Source: an optimization exercise on an open RTL-to-GDS flow (aim: small area and few clock cycles). Production flows keep margins and buffers that such runs may drop. Function was checked by simulation only, so behaviour that the tests miss may differ from the original. No driver is modelled on the clock port, so clock power and skew are understated where the tree is cut down; a real chip needs a root buffer or a tree. Power figures rest on the tool's default switching activity, not on a simulated workload.

==> inputs of amber <==
## bus_bridge_512
module bus_bridge_512 (
    input clk,
    input rst_n,
    output rsp_empty_n,
    output rsp_full_n,
    input req_write,
    input req_din,
    input rsp_read,
    input [31:0] address,
    input [31:0] size,
    input [511:0] dataout,
    output [511:0] datain,
    output writeReq,
    output [511:0] writeReq_data,
    output [31:0] writeReq_addr,
    input writeAck,
    output readReq,
    output [31:0] readReq_addr,
    input readAck,
    input [511:0] readReq_data
);
clock: 5.0 ns
lec_check: 0
cap_margin: 20
core_area: 2 2 78 1538
cts_buf_list: sky130_fd_sc_hd__clkbuf_2 sky130_fd_sc_hd__clkbuf_4 sky130_fd_sc_hd__clkbuf_8
die_area: 0 0 80 1540
slew_margin: 20
synth_memory_max_bits: 8192
standard.sh (not shown) runs the stock make flow with config.mk's settings and CLKGATE_MAP_FILE= SYNTH_SCRIPT=/design/flow/synth_recipe.tcl, a recipe that flattens the netlist after the stock synthesis.
==> flow/flow/run.sh <==
#!/bin/bash
# Standard ORFS layout with these changes after the (unchanged) standard
# synthesis: pins placed by flow/pins.tcl on a tall, narrow die; ports are
# buffered with the smallest buffer; readAck's fan-out gets the buffer tree
# of flow/resize_hook.tcl; the clock tree is built by flow/cts_hook.tcl
# instead of TritonCTS.
set -uo pipefail
bash standard.sh synth > synth.log 2>&1 || exit 1
export PRE_IO_PLACEMENT_TCL="$PWD/flow/pins.tcl"
export PRE_RESIZE_TCL="$PWD/flow/resize_hook.tcl"
export PRE_CTS_TCL="$PWD/flow/cts_hook.tcl"
export BUFFER_PORTS_ARGS="-buffer_cell sky130_fd_sc_hd__buf_1"
bash standard.sh finish > layout.log 2>&1 || exit 1
==> flow/flow/cts_hook.tcl <==
# Sourced before CTS (PRE_CTS_TCL): the CTS step's call to
# clock_tree_synthesis builds the tree of tree.tcl instead of running
# TritonCTS. The root buffer, at the centre of the registers, drives 48 leaf
# buffers of about 11 registers each.
source [file join [file dirname [info script]] tree.tcl]
set ::mycts(clk_net) clk
set ::mycts(fanouts) {48}
set ::mycts(masters) {sky130_fd_sc_hd__clkbuf_16 sky130_fd_sc_hd__clkbuf_4}
rename clock_tree_synthesis orfs_clock_tree_synthesis
proc clock_tree_synthesis {args} { my_clock_tree }
Other scripts of this flow, unchanged in this note and not shown: flow/flow/pins.tcl, flow/flow/resize_hook.tcl, flow/flow/tree.tcl
==> lagoon (differences from amber) <==
==> flow/flow/cts_hook.tcl (replaced) <==
# Sourced before CTS (PRE_CTS_TCL): the CTS step's call to
# clock_tree_synthesis builds the tree of tree.tcl instead of running
# TritonCTS. The root buffer, at the centre of the registers, drives 32 leaf
# buffers of about 16 registers each.
source [file join [file dirname [info script]] tree.tcl]
set ::mycts(clk_net) clk
set ::mycts(fanouts) {32}
set ::mycts(masters) {sky130_fd_sc_hd__clkbuf_16 sky130_fd_sc_hd__clkbuf_8}
rename clock_tree_synthesis orfs_clock_tree_synthesis
proc clock_tree_synthesis {args} { my_clock_tree }
==> qor.txt <==
status: timing/DRC/antenna clean
most frequent cells in the layout: 1031 x buf_1, 512 x edfxtp_1, 32 x clkbuf_8
area grow syn2layout: 9.67%
fillers: 12794
Final Routed Wirelength: 31.9 mm
Avg WL per Cell: 10.6 um
Switching Power: 1.67 mW
final std cells w/o fill: 3023
via count: 8975
Slew HR: 0.540
largest net degree at the start of global routing: 34
layout net count: 2705
Combinational Power Share: 0.087
worst vdd ir: 778 uV
sequential share of cell area: 0.710
register share of total power: 0.683
# the run above: lagoon

==> qor.txt <==
fillers: 12817
Avg WL per Cell: 10.5 um
most frequent cells in the layout: 1031 x buf_1, 512 x edfxtp_1, 49 x clkbuf_4
final std cells w/o fill: 3039
largest net degree at the start of global routing: 49
status: timing/DRC/antenna clean
Switching Power: 1.65 mW
sequential share of cell area: 0.713
worst vdd ir: 750 uV
Slew HR: 0.541
Combinational Power Share: 0.089
Final Routed Wirelength: 31.8 mm
layout net count: 2721
register share of total power: 0.696
# the run above: amber

Testbench counts of amber, summed over its fixed seeds: cycles 17,662.
Testbench counts of lagoon, summed over its fixed seeds: cycles 17,662.
No run of this note takes its clock network from TritonCTS; it comes from the design's own scripts or RTL.

========
==> onyx: inputs <==
Starting RTL as in the previous note.
Settings: LEC_CHECK=0, CAP_MARGIN=20, CORE_AREA=2 2 78 1538, CTS_BUF_LIST=sky130_fd_sc_hd__clkbuf_2 sky130_fd_sc_hd__clkbuf_4 sky130_fd_sc_hd__clkbuf_8, DIE_AREA=0 0 80 1540, SLEW_MARGIN=20, SYNTH_MEMORY_MAX_BITS=8192; clock period 5.0 ns.
==> flow/flow/run.sh <==
#!/bin/bash
# Standard ORFS layout with these changes after the (unchanged) standard
# synthesis: pins placed by flow/pins.tcl on a tall, narrow die; ports are
# buffered with the smallest buffer; CTS inserts no dummy loads and uses
# small clock buffers.
set -uo pipefail
bash standard.sh synth > synth.log 2>&1 || exit 1
export PRE_IO_PLACEMENT_TCL="$PWD/flow/pins.tcl"
export BUFFER_PORTS_ARGS="-buffer_cell sky130_fd_sc_hd__buf_1"
export CTS_ARGS="-sink_clustering_enable -repair_clock_nets -dont_use_dummy_load -buf_list {sky130_fd_sc_hd__clkbuf_4 sky130_fd_sc_hd__clkbuf_8 sky130_fd_sc_hd__clkbuf_16}"
bash standard.sh finish > layout.log 2>&1 || exit 1
==> flow/flow/pins.tcl <==
# Pin placement for a tall, narrow die (sourced just before place_pins).
# Left edge: readReq_data[i] and datain[i] next to each other, so each
# datain register sits between its two pins. Right edge: the pass-through
# pins dataout[i]/writeReq_data[i] and address[i]/writeReq_addr[i]/
# readReq_addr[i] next to each other (place_pins has no cell to pull such
# pins together), with clk and readAck in the middle of the right edge so
# the clock tree and the readAck fan-out start at the centre of the
# registers. Pins are 0.8 x 0.3 um met3 shapes on every second met3 track,
# as place_pins makes them; place_pins places the remaining pins.
set block [ord::get_db_block]
set die [$block getDieArea]
set dbu [$block getDefUnits]
set W [expr {double([$die xMax]) / $dbu}]
set pitch 0.68
set off 0.34
set first 4
proc put_pin {name x y} {
  place_pin -pin_name $name -layer met3 -location [list $x $y] -pin_size {0.8 0.3}
}
set k $first
for {set i 0} {$i < 512} {incr i} {
  put_pin "readReq_data\[$i\]" 0.4 [expr {$off + $pitch * $k}]
  incr k 2
  put_pin "datain\[$i\]" 0.4 [expr {$off + $pitch * $k}]
  incr k 2
}
set right {}
for {set i 0} {$i < 512} {incr i} {
  lappend right "dataout\[$i\]" "writeReq_data\[$i\]"
}
for {set i 0} {$i < 32} {incr i} {
  lappend right "writeReq_addr\[$i\]" "address\[$i\]" "readReq_addr\[$i\]"
}
# the middle of the left-edge data pins
set mid [expr {$first + 1024}]
set k $first
set n 0
foreach p $right {
  if {$n == 512} {
    # skip the middle slots, leaving room for clk and readAck
    put_pin clk [expr {$W - 0.4}] [expr {$off + $pitch * ($mid - 4)}]
    put_pin readAck [expr {$W - 0.4}] [expr {$off + $pitch * ($mid + 4)}]
    set k [expr {$mid + 8}]
  }
  put_pin $p [expr {$W - 0.4}] [expr {$off + $pitch * $k}]
  incr k 2
  incr n
}
==> juniper: changes against onyx <==
==> flow/flow/run.sh (replaced) <==
#!/bin/bash
# Standard ORFS layout with these changes after the (unchanged) standard
# synthesis: pins placed by flow/pins.tcl on a tall, narrow die; ports are
# buffered with the smallest buffer; the clock tree is built by
# flow/my_cts.tcl (a balanced three-level buffer tree) instead of TritonCTS.
set -uo pipefail
bash standard.sh synth > synth.log 2>&1 || exit 1
export PRE_IO_PLACEMENT_TCL="$PWD/flow/pins.tcl"
export PRE_CTS_TCL="$PWD/flow/my_cts.tcl"
export BUFFER_PORTS_ARGS="-buffer_cell sky130_fd_sc_hd__buf_1"
bash standard.sh finish > layout.log 2>&1 || exit 1
==> flow/flow/my_cts.tcl (new file) <==
# A simple clock tree: split the clock sinks in two along the longer side of
# their bounding box, recursively, down to groups of at most LEAF_SIZE sinks;
# each group gets a buffer at the centre of what it drives, so the tree is a
# balanced binary tree with every sink at the same depth.
proc mycts_centroid {pts} {
  set sx 0; set sy 0
  foreach p $pts { set sx [expr {$sx + [lindex $p 0]}]; set sy [expr {$sy + [lindex $p 1]}] }
  set n [llength $pts]
  return [list [expr {$sx / $n}] [expr {$sy / $n}]]
}
# sinks: list of {x y iterm}; fanouts: how many parts each level splits into,
# from the top; masters: the buffer cell of each level, from the top, one
# more than fanouts (the last is the leaf buffer). Returns {x y input-iterm}
# of the subtree's buffer.
proc mycts_build {sinks fanouts masters level} {
  global mycts
  set block [ord::get_db_block]
  set master [lindex $masters 0]
  if {[llength $fanouts] == 0} {
    set children $sinks
  } else {
    set k [lindex $fanouts 0]
    set xs [lmap s $sinks {lindex $s 0}]
    set ys [lmap s $sinks {lindex $s 1}]
    set dx [expr {[tcl::mathfunc::max {*}$xs] - [tcl::mathfunc::min {*}$xs]}]
    set dy [expr {[tcl::mathfunc::max {*}$ys] - [tcl::mathfunc::min {*}$ys]}]
    set idx [expr {$dx > $dy ? 0 : 1}]
    set sorted [lsort -real -index $idx $sinks]
    set n [llength $sorted]
    set children {}
    for {set j 0} {$j < $k} {incr j} {
      set lo [expr {($n * $j) / $k}]
      set hi [expr {($n * ($j + 1)) / $k - 1}]
      if {$hi < $lo} { continue }
      lappend children [mycts_build [lrange $sorted $lo $hi] [lrange $fanouts 1 end] [lrange $masters 1 end] [expr {$level + 1}]]
    }
  }
  set c [mycts_centroid $children]
  set i [incr mycts(count)]
  set inst [odb::dbInst_create $block [$mycts(db) findMaster $master] "clkbuf_my_${level}_$i"]
  set net [odb::dbNet_create $block "clknet_my_${level}_$i"]
  $net setSigType CLOCK
  foreach ch $children { [lindex $ch 2] connect $net }
  set dbu [$block getDefUnits]
  $inst setLocation [expr {int([lindex $c 0] * $dbu)}] [expr {int([lindex $c 1] * $dbu)}]
  $inst setPlacementStatus PLACED
  [$inst findITerm X] connect $net
  return [list [lindex $c 0] [lindex $c 1] [$inst findITerm A]]
}
proc my_clock_tree {args} {
  global mycts
  set mycts(db) [ord::get_db]
  set block [ord::get_db_block]
  set dbu [$block getDefUnits]
  set clk_net [$block findNet $mycts(clk_net)]
  set sinks {}
  foreach it [$clk_net getITerms] {
    if {[$it isInputSignal] || [[$it getMTerm] getSigType] eq "CLOCK" || [$it isClocked]} {
      set xy [$it getAvgXY]
      if {[lindex $xy 0] == 0} { set loc [[$it getInst] getLocation]; set xy [list 1 [lindex $loc 0] [lindex $loc 1]] }
      lappend sinks [list [expr {double([lindex $xy 1]) / $dbu}] [expr {double([lindex $xy 2]) / $dbu}] $it]
    }
  }
  puts "my_clock_tree: [llength $sinks] sinks on $mycts(clk_net)"
  foreach s $sinks { [lindex $s 2] disconnect }
  set mycts(count) 0
  set root [mycts_build $sinks $mycts(fanouts) $mycts(masters) 0]
  [lindex $root 2] connect $clk_net
  puts "my_clock_tree: $mycts(count) buffers"
  set_propagated_clock [all_clocks]
}

# Used in place of TritonCTS: flow/run.sh sources this file before CTS, and
# the CTS step's call to clock_tree_synthesis then builds this tree instead.
# Four branches from the root, each splitting into eight leaf buffers of 16
# registers each: every register sits three buffers below the clock port.
set ::mycts(clk_net) clk
set ::mycts(fanouts) {4 8}
set ::mycts(masters) {sky130_fd_sc_hd__clkbuf_16 sky130_fd_sc_hd__clkbuf_16 sky130_fd_sc_hd__clkbuf_8}
rename clock_tree_synthesis orfs_clock_tree_synthesis
proc clock_tree_synthesis {args} { my_clock_tree }
--- a/flow/flow/pins.tcl
+++ b/flow/flow/pins.tcl
@@ -32,6 +32,4 @@
   lappend right "writeReq_addr\[$i\]" "address\[$i\]" "readReq_addr\[$i\]"
 }
-# the middle of the left-edge data pins
-set mid [expr {$first + 1024}]
 set k $first
 set n 0
@@ -39,7 +37,7 @@
   if {$n == 512} {
     # skip the middle slots, leaving room for clk and readAck
-    put_pin clk [expr {$W - 0.4}] [expr {$off + $pitch * ($mid - 4)}]
-    put_pin readAck [expr {$W - 0.4}] [expr {$off + $pitch * ($mid + 4)}]
-    set k [expr {$mid + 8}]
+    put_pin clk [expr {$W - 0.4}] [expr {$off + $pitch * ($k + 2)}]
+    put_pin readAck [expr {$W - 0.4}] [expr {$off + $pitch * ($k + 6)}]
+    incr k 10
   }
   put_pin $p [expr {$W - 0.4}] [expr {$off + $pitch * $k}]
==> ember: changes against onyx <==
==> flow/flow/run.sh (replaced) <==
#!/bin/bash
# Standard ORFS layout with two changes after the (unchanged) standard
# synthesis: ports are buffered with the smallest buffer, and CTS inserts no
# dummy loads and uses small clock buffers.
set -uo pipefail
bash standard.sh synth > synth.log 2>&1 || exit 1
export BUFFER_PORTS_ARGS="-buffer_cell sky130_fd_sc_hd__buf_1"
export CTS_ARGS="-sink_clustering_enable -repair_clock_nets -dont_use_dummy_load -buf_list {sky130_fd_sc_hd__clkbuf_2 sky130_fd_sc_hd__clkbuf_4 sky130_fd_sc_hd__clkbuf_8}"
bash standard.sh finish > layout.log 2>&1 || exit 1
--- a/flow/config.mk
+++ b/flow/config.mk
@@ -7,7 +7,7 @@
 export LEC_CHECK = 0
 export CAP_MARGIN = 20
-export CORE_AREA = 2 2 78 1538
+export CORE_AREA = 2 2 1148 398
 export CTS_BUF_LIST = sky130_fd_sc_hd__clkbuf_2 sky130_fd_sc_hd__clkbuf_4 sky130_fd_sc_hd__clkbuf_8
-export DIE_AREA = 0 0 80 1540
+export DIE_AREA = 0 0 1150 400
 export SLEW_MARGIN = 20
 export SYNTH_MEMORY_MAX_BITS = 8192
removed: flow/flow/pins.tcl
==> run notes <==
juniper completed without violations. ember ran to the end with no violations. onyx stopped in global routing with GRT-0080. In register-to-register slack, juniper and ember hardly differ. Against juniper, the via count of ember is higher by about 110%. Against ember, the hold slack of juniper is higher by 0.22 ns. In ember the setup slack is lower than in juniper, by 0.33 ns. In die area, ember is at 3.7 times the value of juniper. In juniper the sequential power is lower than in ember, by 4.4%. Between ember and juniper, the lower critical path depth is in ember (gap 3). In clock skew, ember and juniper do not differ. Of ember and juniper, juniper has the higher maximum frequency (gap 11%, measured against juniper). Cell area: ember is higher than juniper (about 30%).
==> figures <==
| item | ember | onyx | juniper |
|---|---|---|---|
| Endpoint of the most critical setup path | datain[158] | - | writeReq |
| FF-to-FF setup slack | 4.37 ns | - | 4.36 ns |
| Total power density per cell area | 375.9 nW/µm² | - | 358.8 nW/µm² |
| Cell count of the worst reg-to-reg path | 2 | - | 2 |
| Net count of the finished layout | 2760 | - | 2720 |
| Clock network power | 0.00383 W | - | 0.00201 W |
| Dominant kind of cell | registers | - | registers |
| CP arrival | 1.98 ns | - | 1.65 ns |
| Critical path class | reg -> out | - | in -> out |
| Average detailed-routed wire length per instance | 55.11 µm | - | 10.45 µm |
| Deepest clock path buffer count | 3 | 3 | - |
| Overall routed net length | 426100 µm | - | 31760 µm |
| Portion of total power attributed to the clock network | 0.358 | - | 0.256 |
| Hold path endpoint | bus_bridge_U.datain[173] | - | bus_bridge_U.busy |
| Invs w/o clock | 1 | - | 1 |
| Floorplan die width | 1150 µm | 80 µm | 80 µm |
| Fraction of final layout cells with drive strength greater than 1 | 0.06855 | - | 0.04559 |
| Largest fanout on the critical path | 1 | - | 3 |
| Share of the clock period used by the worst path | 0.5958 | - | 0.5302 |
| Result of the run | finished clean | aborted with a tool error | finished clean |
| Last stage reached | - | global routing | - |
| Leakage power | 7.046 nW | - | 6.730 nW |
| Via count | 18790 | - | 9102 |
Testbench counts of onyx, summed over its fixed seeds: cycles 17,662.
Testbench counts of juniper, summed over its fixed seeds: cycles 17,662.
Testbench counts of ember, summed over its fixed seeds: cycles 17,662.
The clock cells of juniper come from the design's own scripts or RTL, not from TritonCTS.

port drivers added, routing unchanged:
In the flow no input, the clock included, has a driving cell. The finished layouts below were timed again as built, in two steps. Step 1 (the two cells are an assumption about what drives the block):
set clk [get_ports {clk}]
set_driving_cell -lib_cell sky130_fd_sc_hd__clkbuf_16 $clk
set_driving_cell -lib_cell sky130_fd_sc_hd__buf_2 [delete_from_list [all_inputs] $clk]
Step 2 moves the port delays by t, midway between the first and last clock arrival at a register: inputs arrive t later, outputs are due t later. That takes back most of the time a late clock gives input paths. Slacks: no drivers / after step 1 / after step 2; pairs: no drivers / after step 1.
run | shift t [ns] | setup WS [ns] | worst hold slack (ns) | slew at the worst register clock pin (ns)
amber | 0.621 | 2.371 / 2.347 / 2.218 | 0.484 / 0.484 / 0.484 | 0.11 / 0.11
lagoon | 0.617 | 2.371 / 2.347 / 2.217 | 0.483 / 0.483 / 0.483 | 0.10 / 0.10
juniper | 0.678 | 2.349 / 2.323 / 2.323 | 0.481 / 0.481 / 0.481 | 0.10 / 0.10
ember | 0.913 | 2.021 / 1.958 / 2.098 | 0.265 / 0.239 / 0.470 | 0.09 / 0.09
After both steps setup and hold are still met in every run listed. For lagoon, which loses most, drivers alone change the setup slack by -0.024 ns; drivers and shift together by -0.154 ns.
